From an optimization exercise on the open Yosys and OpenROAD flow, aimed at small area; shortcuts taken in it are not production practice. Where RTL was checked, it was by simulation tests only, not by an equivalence proof against the original.

==> build 2 <==
==> flow/design.v <==
module hash(data, hash);
input [63:0] data;
output [5:0] hash;
assign hash[0] = data[0] ^ data[1] ^ data[5] ^ data[7] ^ data[8] ^ data[9] ^ data[10] ^ data[12] ^ data[13] ^ data[14] ^ data[15] ^ data[21] ^ data[23] ^ data[24] ^ data[25] ^ data[26] ^ data[27] ^ data[28] ^ data[29] ^ data[30] ^ data[31] ^ data[34] ^ data[37] ^ data[38] ^ data[41] ^ data[43] ^ data[45] ^ data[46] ^ data[48] ^ data[54] ^ data[57] ^ data[59];
assign hash[1] = data[1] ^ data[2] ^ data[3] ^ data[7] ^ data[8] ^ data[9] ^ data[10] ^ data[11] ^ data[13] ^ data[14] ^ data[18] ^ data[19] ^ data[22] ^ data[23] ^ data[24] ^ data[25] ^ data[28] ^ data[29] ^ data[31] ^ data[33] ^ data[36] ^ data[37] ^ data[39] ^ data[41] ^ data[43] ^ data[44] ^ data[46] ^ data[47] ^ data[48] ^ data[49] ^ data[52] ^ data[57] ^ data[60] ^ data[61] ^ data[62];
assign hash[2] = data[3] ^ data[4] ^ data[5] ^ data[6] ^ data[8] ^ data[10] ^ data[12] ^ data[13] ^ data[14] ^ data[15] ^ data[16] ^ data[17] ^ data[23] ^ data[24] ^ data[25] ^ data[27] ^ data[28] ^ data[29] ^ data[31] ^ data[32] ^ data[33] ^ data[34] ^ data[37] ^ data[41] ^ data[42] ^ data[45] ^ data[46] ^ data[52] ^ data[54] ^ data[55] ^ data[56] ^ data[60];
assign hash[3] = data[0] ^ data[1] ^ data[9] ^ data[11] ^ data[13] ^ data[14] ^ data[15] ^ data[17] ^ data[18] ^ data[19] ^ data[22] ^ data[24] ^ data[25] ^ data[26] ^ data[27] ^ data[28] ^ data[29] ^ data[30] ^ data[31] ^ data[32] ^ data[34] ^ data[35] ^ data[37] ^ data[38] ^ data[39] ^ data[42] ^ data[43] ^ data[44] ^ data[46] ^ data[48] ^ data[50] ^ data[57] ^ data[58] ^ data[61] ^ data[62] ^ data[63];
assign hash[4] = data[1] ^ data[3] ^ data[6] ^ data[7] ^ data[10] ^ data[11] ^ data[13] ^ data[19] ^ data[20] ^ data[24] ^ data[25] ^ data[30] ^ data[31] ^ data[35] ^ data[36] ^ data[37] ^ data[40] ^ data[44] ^ data[45] ^ data[49] ^ data[54] ^ data[60] ^ data[62];
assign hash[5] = data[0] ^ data[5] ^ data[7] ^ data[8] ^ data[10] ^ data[11] ^ data[14] ^ data[16] ^ data[17] ^ data[18] ^ data[20] ^ data[21] ^ data[22] ^ data[24] ^ data[26] ^ data[38] ^ data[41] ^ data[43] ^ data[44] ^ data[45] ^ data[46] ^ data[47] ^ data[49] ^ data[50] ^ data[51] ^ data[53] ^ data[54] ^ data[55] ^ data[59] ^ data[62];
endmodule
module hash_const(idx, val);
input [5:0] idx;
output [5:0] val;
wire [63:0] col0 = 64'h0a416a64ffa0f7a3;
wire [63:0] col1 = 64'h7213dab2b3cc6f8e;
wire [63:0] col2 = 64'h11d06627bb83f578;
wire [63:0] col3 = 64'he6055cedff4eea03;
wire [63:0] col4 = 64'h50423138c3182cca;
wire [63:0] col5 = 64'h48eefa4005774da1;
assign val[0] = col0[idx];
assign val[1] = col1[idx];
assign val[2] = col2[idx];
assign val[3] = col3[idx];
assign val[4] = col4[idx];
assign val[5] = col5[idx];
endmodule
module fib_table(
    input [63:0] pit_in_prefix,
    input [7:0] pit_in_metadata,
    input rejected,
    input fib_out_bit,
    input start_send_to_pit,
    input [7:0] data_PIT_to_FIB,
    input RX_valid,
    input [7:0] data_SPI_to_FIB,
    input clk,
    input rst,
    output reg [63:0] pit_out_prefix,
    output reg prefix_ready,
    output reg [7:0] pit_out_metadata,
    output reg [7:0] data_FIB_to_PIT,
    output FIB_to_SPI_data_flag,
    output reg [7:0] data_FIB_to_SPI
);
reg [4095:64] table_empty;
wire         table_we;
wire [5:0]   table_wrow;
wire [5:0]   table_wcol;
integer ti;
always @(posedge clk) begin
    for (ti = 64; ti < 4096; ti = ti + 1)
        table_empty[ti] <= (table_empty[ti] | rst) &
                           ~(table_we && table_wrow == ti[11:6] && table_wcol == ti[5:0]);
end
localparam I_WAIT = 3'd0, I_META = 3'd1, I_PFX = 3'd2, I_DATA = 3'd3,
           I_RESP = 3'd4, I_PASS = 3'd5, I_HASH = 3'd6, I_SAVE = 3'd7;
reg [2:0]   ist;
reg [4:0]   icnt;           
reg [7:0]   meta_in;        
reg [63:0]  pfx_ring;       
reg [255:0] din_ring;       
reg [4:0]   din_ptr;        
wire icnt_end = (icnt == 5'd7);
wire [5:0] hash_in_value;
hash HASH_INCOMING(.data(pit_out_prefix), .hash(hash_in_value));
assign table_we   = (ist == I_SAVE);
assign table_wrow = pit_out_metadata[5:0];
assign table_wcol = hash_in_value;    
always @(posedge clk, posedge rst) begin
    if (rst) begin
        ist <= I_WAIT;
        prefix_ready <= 1'b0;
        pit_out_prefix <= 64'd0;
        pit_out_metadata <= 8'd0;
        data_FIB_to_PIT <= 8'd0;
    end
    else begin
        prefix_ready <= icnt_end && ((ist == I_PFX && meta_in[6]) || ist == I_DATA);
        if (icnt_end && ist == I_PFX && meta_in[6]) begin
            pit_out_metadata <= meta_in;
            pit_out_prefix <= {pfx_ring[55:0], data_SPI_to_FIB};
        end
        if (icnt_end && ist == I_DATA) begin
            pit_out_metadata <= meta_in;
            pit_out_prefix <= {pfx_ring[55:0], pfx_ring[63:56]};
        end
        if (ist == I_PASS)
            data_FIB_to_PIT <= din_ring[din_ptr*8 +: 8];
        case (ist)
            I_WAIT: if (RX_valid) ist <= I_META;
            I_META: ist <= I_PFX;
            I_PFX:  if (icnt_end) ist <= meta_in[6] ? I_HASH : I_DATA;
            I_DATA: if (icnt_end) ist <= I_RESP;
            I_RESP: if (rejected) ist <= I_HASH;
                    else if (start_send_to_pit) ist <= I_PASS;
            I_PASS: if (icnt_end) ist <= I_HASH;
            I_HASH: ist <= I_SAVE;
            default: ist <= I_WAIT;
        endcase
    end
end
always @(posedge clk) begin
    if (ist == I_WAIT)
        icnt <= 5'd0;
    else if (ist == I_PFX || ist == I_DATA || ist == I_PASS)
        icnt <= icnt + 5'd1;
    if (ist == I_META)
        meta_in <= data_SPI_to_FIB;
    pfx_ring <= {pfx_ring[55:0], (ist == I_PFX) ? data_SPI_to_FIB : pfx_ring[63:56]};
    din_ring <= {(ist == I_DATA) ? data_SPI_to_FIB : din_ring[7:0], din_ring[255:8]};
    if (ist == I_DATA)
        din_ptr <= 5'd0;
    else if (ist == I_RESP)
        din_ptr <= din_ptr - 5'd1;
end
localparam O_WAIT = 3'd0, O_GETHASH = 3'd1, O_CHECK = 3'd2, O_META = 3'd3,
           O_TOTAL = 3'd4, O_LONGEST = 3'd5, O_RECV = 3'd6, O_DATA = 3'd7;
reg [2:0]   ost;
reg [4:0]   ocnt;           
reg [63:0]  req_prefix;     
reg [7:0]   req_meta;
reg [5:0]   len;            
reg [5:0]   hash_out;       
reg         data_packet;
reg [255:0] dout_ring;      
assign FIB_to_SPI_data_flag = (ost == O_META);
wire [5:0] hash_req_value;
hash HASH_OUTGOING(.data(pit_in_prefix), .hash(hash_req_value));
wire [5:0] hash_bit_value;
hash_const HASH_BIT(.idx(len), .val(hash_bit_value));
reg  [63:0] rd_col_sel;
reg  [63:1] rd_row_sel, rd_row_hit;
integer ri, rj;
always @* begin
    for (rj = 0; rj < 64; rj = rj + 1)
        rd_col_sel[rj] = (hash_out == rj[5:0]);
    for (ri = 1; ri < 64; ri = ri + 1) begin
        rd_row_sel[ri] = (len == ri[5:0]);
        rd_row_hit[ri] = |(~table_empty[ri*64 +: 64] & rd_col_sel);
    end
end
reg hit;
always @(posedge clk)
    hit <= |(rd_row_hit & rd_row_sel) ||
           (table_we && table_wrow == len && table_wcol == hash_out);
wire search_done = hit || (len == 6'd0);
wire [2:0] byte_idx = ~ocnt[2:0];
wire [7:0] req_byte = req_prefix[byte_idx*8 +: 8];
reg [7:0] short_byte;
integer bj;
always @* begin
    for (bj = 0; bj < 8; bj = bj + 1)
        short_byte[bj] = req_byte[bj] &
                         ~(({byte_idx, bj[2:0]} > len) && ({byte_idx, bj[2:0]} <= req_meta[5:0]));
end
always @(posedge clk, posedge rst) begin
    if (rst) begin
        ost <= O_WAIT;
        data_FIB_to_SPI <= 8'd0;
    end
    else begin
        case (ost)
            O_WAIT:    if (fib_out_bit) ost <= start_send_to_pit ? O_RECV : O_GETHASH;
            O_GETHASH: ost <= O_CHECK;
            O_CHECK:   ost <= search_done ? O_META : O_GETHASH;
            O_META:    ost <= O_TOTAL;
            O_TOTAL:   if (ocnt[2:0] == 3'd7) ost <= data_packet ? O_DATA : O_LONGEST;
            O_LONGEST: if (ocnt[2:0] == 3'd7) ost <= O_WAIT;
            O_RECV:    if (ocnt == 5'd31) ost <= O_META;
            default:   if (ocnt == 5'd7) ost <= O_WAIT;
        endcase
        case (ost)
            O_META:    data_FIB_to_SPI <= req_meta;
            O_TOTAL:   data_FIB_to_SPI <= req_byte;
            O_LONGEST: data_FIB_to_SPI <= short_byte;
            O_DATA:    data_FIB_to_SPI <= dout_ring[23*8 +: 8];
            default:   ;
        endcase
    end
end
always @(posedge clk) begin
    if (ost == O_WAIT) begin
        req_prefix <= pit_in_prefix;
        req_meta <= pit_in_metadata;
        data_packet <= 1'b0;
    end
    else if (ost == O_RECV)
        data_packet <= 1'b1;
    if (ost == O_WAIT)
        ocnt <= 5'd0;
    else if (ost == O_TOTAL || ost == O_LONGEST || ost == O_RECV || ost == O_DATA)
        ocnt <= ocnt + 5'd1;
    if (ost == O_WAIT) begin
        len <= pit_in_metadata[5:0];
        hash_out <= hash_req_value;
    end
    else if (ost == O_CHECK && !search_done) begin
        len <= len - 6'd1;
        hash_out <= hash_out ^ (req_prefix[len] ? hash_bit_value : 6'd0);
    end
    dout_ring <= {(ost == O_RECV) ? data_PIT_to_FIB : dout_ring[7:0], dout_ring[255:8]};
end
endmodule
==> flow/flow/run.sh <==
#!/bin/bash
# Layout flow: the standard flow (standard.sh) with two changes:
#  - ABC maps the logic for area (flow/abc_area.script) instead of for speed;
#    everything else in synthesis is synth_recipe.tcl unchanged;
#  - clock tree synthesis without dummy loads, with larger sink clusters.
# Each tool's output stays in ORFS's own logs under orfs/logs; make's output
# goes to standard.log.
set -euo pipefail
W=$PWD
{ head -n 1 synth_recipe.tcl
  echo "proc abc {args} { set i [lsearch -exact \$args -script]; if {\$i >= 0} { lset args [expr {\$i + 1}] $W/flow/abc_area.script }; yosys abc {*}\$args }"
  tail -n +2 synth_recipe.tcl; } > area_synth.tcl
bash standard.sh SYNTH_SCRIPT=$W/area_synth.tcl \
  "CTS_ARGS=-sink_clustering_enable -repair_clock_nets -dont_use_dummy_load -sink_clustering_size 14 -sink_clustering_max_diameter 50 -buf_list sky130_fd_sc_hd__clkbuf_8" \
  finish > standard.log 2>&1
==> flow/flow/abc_area.script <==
&get -n
&st
&syn2
&dch -f
&nf -a -R 1000
&put
==> flow/standard.sh <==
#!/bin/bash
# synth_recipe.tcl (not shown) runs the flow's synth.tcl, then flattens the netlist and writes it again
# the make line also repeats each setting of config.mk as NAME=value (left out here)
make -C /OpenROAD-flow-scripts/flow DESIGN_CONFIG=/design/flow/config.mk WORK_HOME=/design/flow/orfs CLKGATE_MAP_FILE= SYNTH_SCRIPT=/design/flow/synth_recipe.tcl "${@:-finish}"
==> flow/config.mk <==
export PLATFORM = sky130hd
export DESIGN_NAME = fib_table
export DESIGN_NICKNAME = fib_table
export VERILOG_FILES = /design/flow/design.v
export SDC_FILE = /design/flow/constraint.sdc
export NUM_CORES = 8
export LEC_CHECK = 0
export CAP_MARGIN = 10
export CORE_MARGIN = 2
export CORE_UTILIZATION = 45
export SETUP_SLACK_MARGIN = 0.2
export SLEW_MARGIN = 10
==> flow/constraint.sdc <==
create_clock -name core_clock -period 7.0 [get_ports {clk}]
set_input_delay 1.4000 -clock core_clock [delete_from_list [all_inputs] [get_ports {clk}]]
set_output_delay 1.4000 -clock core_clock [all_outputs]
set_load 0.01 [all_outputs]
==> trial 18: changes against build 2 <==
--- a/flow/design.v
+++ b/flow/design.v
@@ -47,9 +47,10 @@
 wire [5:0]   table_wrow;
 wire [5:0]   table_wcol;
-integer ti;
+wire [63:0]  table_wmask = 64'd1 << table_wcol;
+integer tr;
 always @(posedge clk) begin
-    for (ti = 64; ti < 4096; ti = ti + 1)
-        table_empty[ti] <= (table_empty[ti] | rst) &
-                           ~(table_we && table_wrow == ti[11:6] && table_wcol == ti[5:0]);
+    for (tr = 1; tr < 64; tr = tr + 1)
+        table_empty[tr*64 +: 64] <= (table_empty[tr*64 +: 64] | {64{rst}}) &
+                                    ~({64{table_we && table_wrow == tr[5:0]}} & table_wmask);
 end
 localparam I_WAIT = 3'd0, I_META = 3'd1, I_PFX = 3'd2, I_DATA = 3'd3,
@@ -129,10 +130,8 @@
 wire [5:0] hash_bit_value;
 hash_const HASH_BIT(.idx(len), .val(hash_bit_value));
-reg  [63:0] rd_col_sel;
+wire [63:0] rd_col_sel = 64'd1 << hash_out;
 reg  [63:1] rd_row_sel, rd_row_hit;
-integer ri, rj;
+integer ri;
 always @* begin
-    for (rj = 0; rj < 64; rj = rj + 1)
-        rd_col_sel[rj] = (hash_out == rj[5:0]);
     for (ri = 1; ri < 64; ri = ri + 1) begin
         rd_row_sel[ri] = (len == ri[5:0]);
==> flow/flow/abc_area.script (replaced) <==
&get -n
&st
&syn2
&dch -f
&nf -a -R 2000 -C 24
&put
Settings changed: CAP_MARGIN 10 to 30, PLACE_DENSITY from default to 0.7, SLEW_MARGIN 10 to 30.
==> comparison table <==
| metric | trial 18 | build 2 |
|---|---|---|
| Result of the run | no timing/DRC/antenna violations | finished with violations |
| Reasons for failing layout checks | - | capacitance limit, slew limit |
| Max stage delay on crit path | 0.75 ns | 1.04 ns |
| Number of vias after detailed routing | 153.4k | 147.4k |
| Synth Instances | 14.90k | 14.99k |
| Maximum fanout encountered on the critical timing path | 23 | 25 |
| Parity-gate share of the synthesized area counting xor and xnor cells | 1.150% | 1.118% |
| R2R Setup Slk | 0.69 ns | 0.75 ns |
| Synth Cell Area | 0.1599 mm² | 0.1603 mm² |
| Area after detailed placement | 0.1755 mm² | 0.1750 mm² |
| Layout clock area frac | 3.138% | 3.511% |
| Tap cell count | 4,730 | 4,751 |
| Basic-gate share of the synthesized area counting and, or, nand and nor cells | 9.043% | 9.052% |
| Number of clock buffers in the layout | 414 | 463 |
| Total of plain and repair buffers excluding clock buffers | 787 | 759 |
For build 2, only the layout was checked, not whether the RTL still works.

==> separate check: timing with driven ports <==
In the flow no input, the clock included, has a driving cell. The finished layouts below were timed again as built, in two steps.
Step 1 sets driving cells, clkbuf_16 on the clock port and buf_2 on the other inputs (assumed; they add their load-dependent delay and slew).
Step 2 moves the port delays by t, midway between the first and last clock arrival at a register: inputs arrive t later, outputs are due t later. That takes back most of the time a late clock gives input paths.
Slacks: ideal / step 1 / step 2; pairs: ideal / step 1.
run	t, ns	slack for setup (ns)	clock arrival spread, ns	worst slew at a driven data input, ns
build 2	1.294	0.748 / 0.748 / 0.748	0.146 / 0.146	0.08
trial 18	1.183	0.688 / 0.688 / 0.688	0.192 / 0.193	0.09
